Source: an optimization exercise on an open RTL-to-GDS flow (aim: small area). Production flows keep margins and buffers that such runs may drop. Function was checked by simulation only, so behaviour that the tests miss may differ from the original. Power is estimated from default activity; no workload was simulated.

## OLED_interface
module OLED_interface (input i_CLK,
                       input i_RST,
                       input [1:0] i_MODE,
                       input i_START,
                       input [7:0] i_TEXT_COLOR,
                       input [7:0] i_BACKGROUND_COLOR,
                       input [767:0] i_ASCII,
                       output reg o_READY,
                       output o_CS,
                       output o_MOSI,
                       output o_SCK,
                       output o_DC,
                       output reg o_RES,
                       output reg o_VCCEN,
                       output reg o_PMODEN,
                       output o_MOSI_FINAL_BIT,
                       output o_MOSI_FINAL_BYTE);
    localparam [2:0] idle            = 3'd0,
                     turnon_1        = 3'd1,
                     turnon_2        = 3'd2,
                     turnon_3        = 3'd3,
                     turnon_4        = 3'd4,
                     fill_screen_1   = 3'd5,
                     pixel_display_1 = 3'd6,
                     pixel_display_2 = 3'd7;
    localparam [1:0] k_turnon = 2'd0,  
                     k_header = 2'd1,  
                     k_bg     = 2'd2,  
                     k_text   = 2'd3;  
    reg s_ms, s_SCK;
    always @(posedge i_CLK, posedge i_RST)
  ...
Size in the first run: about 3,300 cells after synthesis, roughly 760 flip-flops, roughly 800 I/O pins, roughly 30,000 µm² of cells after synthesis.
clock: 10.0 ns
lec_check: 0
abc_area: 1
cap_margin: 20
core_area: 2 2 278 278
die_area: 0 0 280 280
slew_margin: 20
synth_memory_max_bits: 20000
standard.sh (not shown) runs the stock make flow with config.mk's settings and CLKGATE_MAP_FILE= SYNTH_SCRIPT=/design/flow/synth_recipe.tcl, a recipe that flattens the netlist after the stock synthesis.
==> flow/flow/run.sh <==
#!/bin/bash
# Own layout flow: the standard flow (standard.sh: unchanged synthesis,
# floorplan, power grid, tap cells, placement, CTS and routing) with two
# changes to how the layout is made:
#  - the port buffers that global placement inserts are sky130_fd_sc_hd__buf_1
#    instead of the cell buffer_ports picks by itself (every input and output
#    port still gets its own buffer);
#  - clock tree synthesis builds the tree from clkbuf_8 cells, with at most 20
#    registers per leaf buffer within 50 um, and adds no dummy loads.
# standard.sh writes each step's full log under orfs/logs; the make output
# goes to standard_flow.log here.
set -euo pipefail
export BUFFER_PORTS_ARGS="-buffer_cell sky130_fd_sc_hd__buf_1"
export CTS_ARGS="-sink_clustering_enable -repair_clock_nets -dont_use_dummy_load -buf_list sky130_fd_sc_hd__clkbuf_8 -sink_clustering_size 20 -sink_clustering_max_diameter 50"
bash standard.sh finish > standard_flow.log 2>&1
Next try:
==> flow/flow/run.sh (replaced) <==
#!/bin/bash
# Own layout flow: the standard flow (standard.sh: unchanged synthesis,
# floorplan, power grid, tap cells, placement, CTS and routing) with two
# changes to how the layout is made:
#  - the port buffers that global placement inserts are sky130_fd_sc_hd__buf_1
#    instead of the cell buffer_ports picks by itself (every input and output
#    port still gets its own buffer);
#  - clock tree synthesis builds the tree from clkbuf_4 cells, with at most 10
#    registers per leaf buffer within 35 um, and adds no dummy loads.
# standard.sh writes each step's full log under orfs/logs; the make output
# goes to standard_flow.log here.
set -euo pipefail
export BUFFER_PORTS_ARGS="-buffer_cell sky130_fd_sc_hd__buf_1"
export CTS_ARGS="-sink_clustering_enable -repair_clock_nets -dont_use_dummy_load -buf_list sky130_fd_sc_hd__clkbuf_4 -sink_clustering_size 10 -sink_clustering_max_diameter 35"
bash standard.sh finish > standard_flow.log 2>&1
Wire length stays flat.
Count of clock-buffer cells in the layout climbs by 38.
Hold slack loses 0.046 ns.
Clock power is lower by about 10%.
Core utilization shrinks by 0.23 points.
Synthesized cell count does not change.
Die area does not change.
Total power shrinks by 2.5%.
Next try:
==> flow/flow/run.sh (replaced) <==
#!/bin/bash
# Own layout flow: the standard flow (standard.sh: unchanged synthesis,
# floorplan, power grid, tap cells, placement, CTS and routing) with two
# changes to how the layout is made:
#  - the port buffers that global placement inserts are sky130_fd_sc_hd__buf_1
#    instead of the cell buffer_ports picks by itself (every input and output
#    port still gets its own buffer);
#  - clock tree synthesis builds the tree from clkbuf_4 cells, with at most 12
#    registers per leaf buffer within 40 um, and adds no dummy loads.
# standard.sh writes each step's full log under orfs/logs; the make output
# goes to standard_flow.log here.
set -euo pipefail
export BUFFER_PORTS_ARGS="-buffer_cell sky130_fd_sc_hd__buf_1"
export CTS_ARGS="-sink_clustering_enable -repair_clock_nets -dont_use_dummy_load -buf_list sky130_fd_sc_hd__clkbuf_4 -sink_clustering_size 12 -sink_clustering_max_diameter 40"
bash standard.sh finish > standard_flow.log 2>&1
Power went down slightly.
Clock-buffer cell count falls by 15.
Fmax barely changes.


Another version of the RTL of OLED_interface (not shown whole).
Size in the first run: ~800 I/O pins, ~25,000 um2 of cells after synthesis.
Design OLED_interface, start of the top module:
module OLED_interface (input i_CLK,
                       input i_RST,
                       input [1:0] i_MODE,
                       input i_START,
                       input [7:0] i_TEXT_COLOR,
                       input [7:0] i_BACKGROUND_COLOR,
                       input [767:0] i_ASCII,
                       output reg o_READY,
                       output o_CS,
                       output o_MOSI,
                       output o_SCK,
                       output o_DC,
                       output reg o_RES,
                       output reg o_VCCEN,
                       output reg o_PMODEN,
                       output o_MOSI_FINAL_BIT,
                       output o_MOSI_FINAL_BYTE);
==> flow/config.mk <==
export PLATFORM = sky130hd
export DESIGN_NAME = OLED_interface
export DESIGN_NICKNAME = OLED_interface
export VERILOG_FILES = /design/flow/design.v
export SDC_FILE = /design/flow/constraint.sdc
export NUM_CORES = 4
export LEC_CHECK = 0
export ABC_AREA = 1
export CAP_MARGIN = 20
export CORE_AREA = 2 2 278 278
export DIE_AREA = 0 0 280 280
export SLEW_MARGIN = 20
export SYNTH_MEMORY_MAX_BITS = 20000
==> flow/constraint.sdc <==
create_clock -name core_clock -period 10.0 [get_ports {i_CLK}]
set_input_delay 2.0000 -clock core_clock [delete_from_list [all_inputs] [get_ports {i_CLK}]]
set_output_delay 2.0000 -clock core_clock [all_outputs]
set_load 0.01 [all_outputs]
==> flow/flow/run.sh <==
#!/bin/bash
# Own layout flow, built on the standard flow (standard.sh):
#  1. the standard synthesis, unchanged (bash standard.sh synth);
#  2. the combinational logic of that netlist is mapped again with ABC's
#     area-oriented mapper and a local rewrite of the ring's folded bits
#     (flow/reopt.sh, flow/fold.py); every register instance is kept as it is
#     (same name, same cell), only the gates between them change;
#  3. the rest of the standard flow (floorplan, power grid, tap cells,
#     placement, CTS, routing) on that netlist, with two changes to how the
#     layout is made:
#     - the port buffers that global placement inserts are
#       sky130_fd_sc_hd__buf_1 (every input and output port still gets its
#       own buffer);
#     - clock tree synthesis builds the tree from clkbuf_4 cells, with at most
#       10 registers per leaf buffer within 35 um, and adds no dummy loads.
# Each tool's full output goes to a log file in this folder (and ORFS's own
# step logs under orfs/logs).
set -euo pipefail
export BUFFER_PORTS_ARGS="-buffer_cell sky130_fd_sc_hd__buf_1"
export CTS_ARGS="-sink_clustering_enable -repair_clock_nets -dont_use_dummy_load -buf_list sky130_fd_sc_hd__clkbuf_4 -sink_clustering_size 10 -sink_clustering_max_diameter 35"
bash standard.sh synth > standard_synth.log 2>&1
bash flow/reopt.sh > reopt.log 2>&1
bash standard.sh finish > standard_flow.log 2>&1
==> flow/flow/reopt.sh <==
#!/bin/bash
# Maps the combinational logic of the standard synthesis netlist again with
# ABC's area mapper (amap). Registers are kept as black boxes, so their
# instances, names and cells do not change. flow/fold.py then rewrites the
# gates of the ring's folded bits 5 and 6 (same function, fewer cells).
set -euo pipefail
PLATFORM=${FLOW_PLATFORM:-sky130hd}
R=orfs/results/$PLATFORM/OLED_interface/base
LIB=$FLOW_HOME/platforms/$PLATFORM/lib/sky130_fd_sc_hd__tt_025C_1v80.lib
YOSYS=$FLOW_HOME/../tools/install/yosys/bin/yosys
[[ -x $YOSYS ]] || YOSYS=yosys
cp $R/1_2_yosys.v $R/1_2_yosys.standard.v
echo "strash; dch -f; amap; topo" > reopt.abc
cat > reopt.ys <<EOY
read_liberty -ignore_miss_func $LIB
blackbox $(cat flow/seq_cells.txt)
read_verilog $R/1_2_yosys.standard.v
hierarchy -top ${FLOW_TOP:-OLED_interface}
flatten
delete t:\$scopeinfo
opt_clean
abc -liberty $LIB -dont_use sky130_fd_sc_hd__probe_p_8 -dont_use sky130_fd_sc_hd__probec_p_8 -dont_use sky130_fd_sc_hd__lpflow_* -dont_use sky130_fd_sc_hd__fill_* -script reopt.abc
opt_clean -purge
rename -hide w:*.*
stat -liberty $LIB
write_verilog -noattr -noexpr reopt_netlist.v
EOY
$YOSYS -s reopt.ys
# local rewrite of the ring's folded bits (see flow/fold.py)
python3 flow/fold.py reopt_netlist.v reopt_fold.v || cp reopt_netlist.v reopt_fold.v
cp reopt_fold.v $R/1_2_yosys.v
rm -f $R/1_synth.odb $R/1_synth.sdc
Other scripts of this flow, unchanged in this note and not shown: flow/flow/fold.py, flow/flow/seq_cells.txt
Change:
--- a/flow/flow/run.sh
+++ b/flow/flow/run.sh
@@ -4,2 +4,3 @@
-#  2. the combinational logic of that netlist is mapped again with ABC's
-#     area-oriented mapper and a local rewrite of the ring's folded bits
+#  2. the combinational logic of that netlist is optimised again with ABC
+#     (&deepsyn, then the area-oriented mapper amap) and a local rewrite of
+#     the ring's folded bits
--- a/flow/flow/reopt.sh
+++ b/flow/flow/reopt.sh
@@ -2,2 +2,2 @@
-# Maps the combinational logic of the standard synthesis netlist again with
-# ABC's area mapper (amap). Registers are kept as black boxes, so their
+# Optimises the combinational logic of the standard synthesis netlist again
+# with ABC (&deepsyn for 8 minutes, then choices and the area mapper amap). Registers are kept as black boxes, so their
@@ -13 +13 @@
-echo "strash; dch -f; amap; topo" > reopt.abc
+echo "strash; &get -n; &deepsyn -T 480; &put; dch -f; amap; topo" > reopt.abc
=>
- final cell count falls by 1.1%
- via count falls by 3.3%
- power rises by 6.9%
- core utilization falls by 0.30 points
- routed wire length falls by 2.2%
- count of clock-buffer cells in the layout rises by 3
- global-route usage falls by 0.34 points
- combinational power rises by 41%

## what the ideal ports hide
How much do the figures lean on ideal ports? The routed layouts below were timed once more, with nothing changed but the port constraints. Step 1 sets driving cells, clkbuf_16 on the clock port and buf_2 on the other inputs (assumed; they add their load-dependent delay and slew). Step 2 adds t to the input delays and takes it off the output delays; t is the mean of the earliest and latest rising clock arrival at the registers after step 1. Input paths then give back, and output paths get back, about the clock's delay inside the block. a / b / c = ideal / step 1 / step 2; a / b = the first two.
run	t, ns	setup WS [ns]	worst setup path at the end	clock arrival spread, ns	cell pins on the clock port's net
the first run of note 1	0.721	5.434 / 5.463 / 4.742	input to register	0.160 / 0.160	1
the second run of note 1	0.943	5.701 / 5.729 / 4.786	input to register	0.213 / 0.214	1
the third run of note 1	0.931	5.713 / 5.730 / 4.799	input to register	0.162 / 0.162	1
the first run of note 2	0.931	4.328 / 4.328 / 4.328	register to register	0.191 / 0.191	1
the second run of note 2	0.922	4.378 / 4.378 / 4.378	register to register	0.217 / 0.216	1
After both steps setup and hold are still met in every run listed. The setup slack of the second run of note 1, which loses most, moves by +0.028 ns with the drivers and by -0.915 ns with both steps.
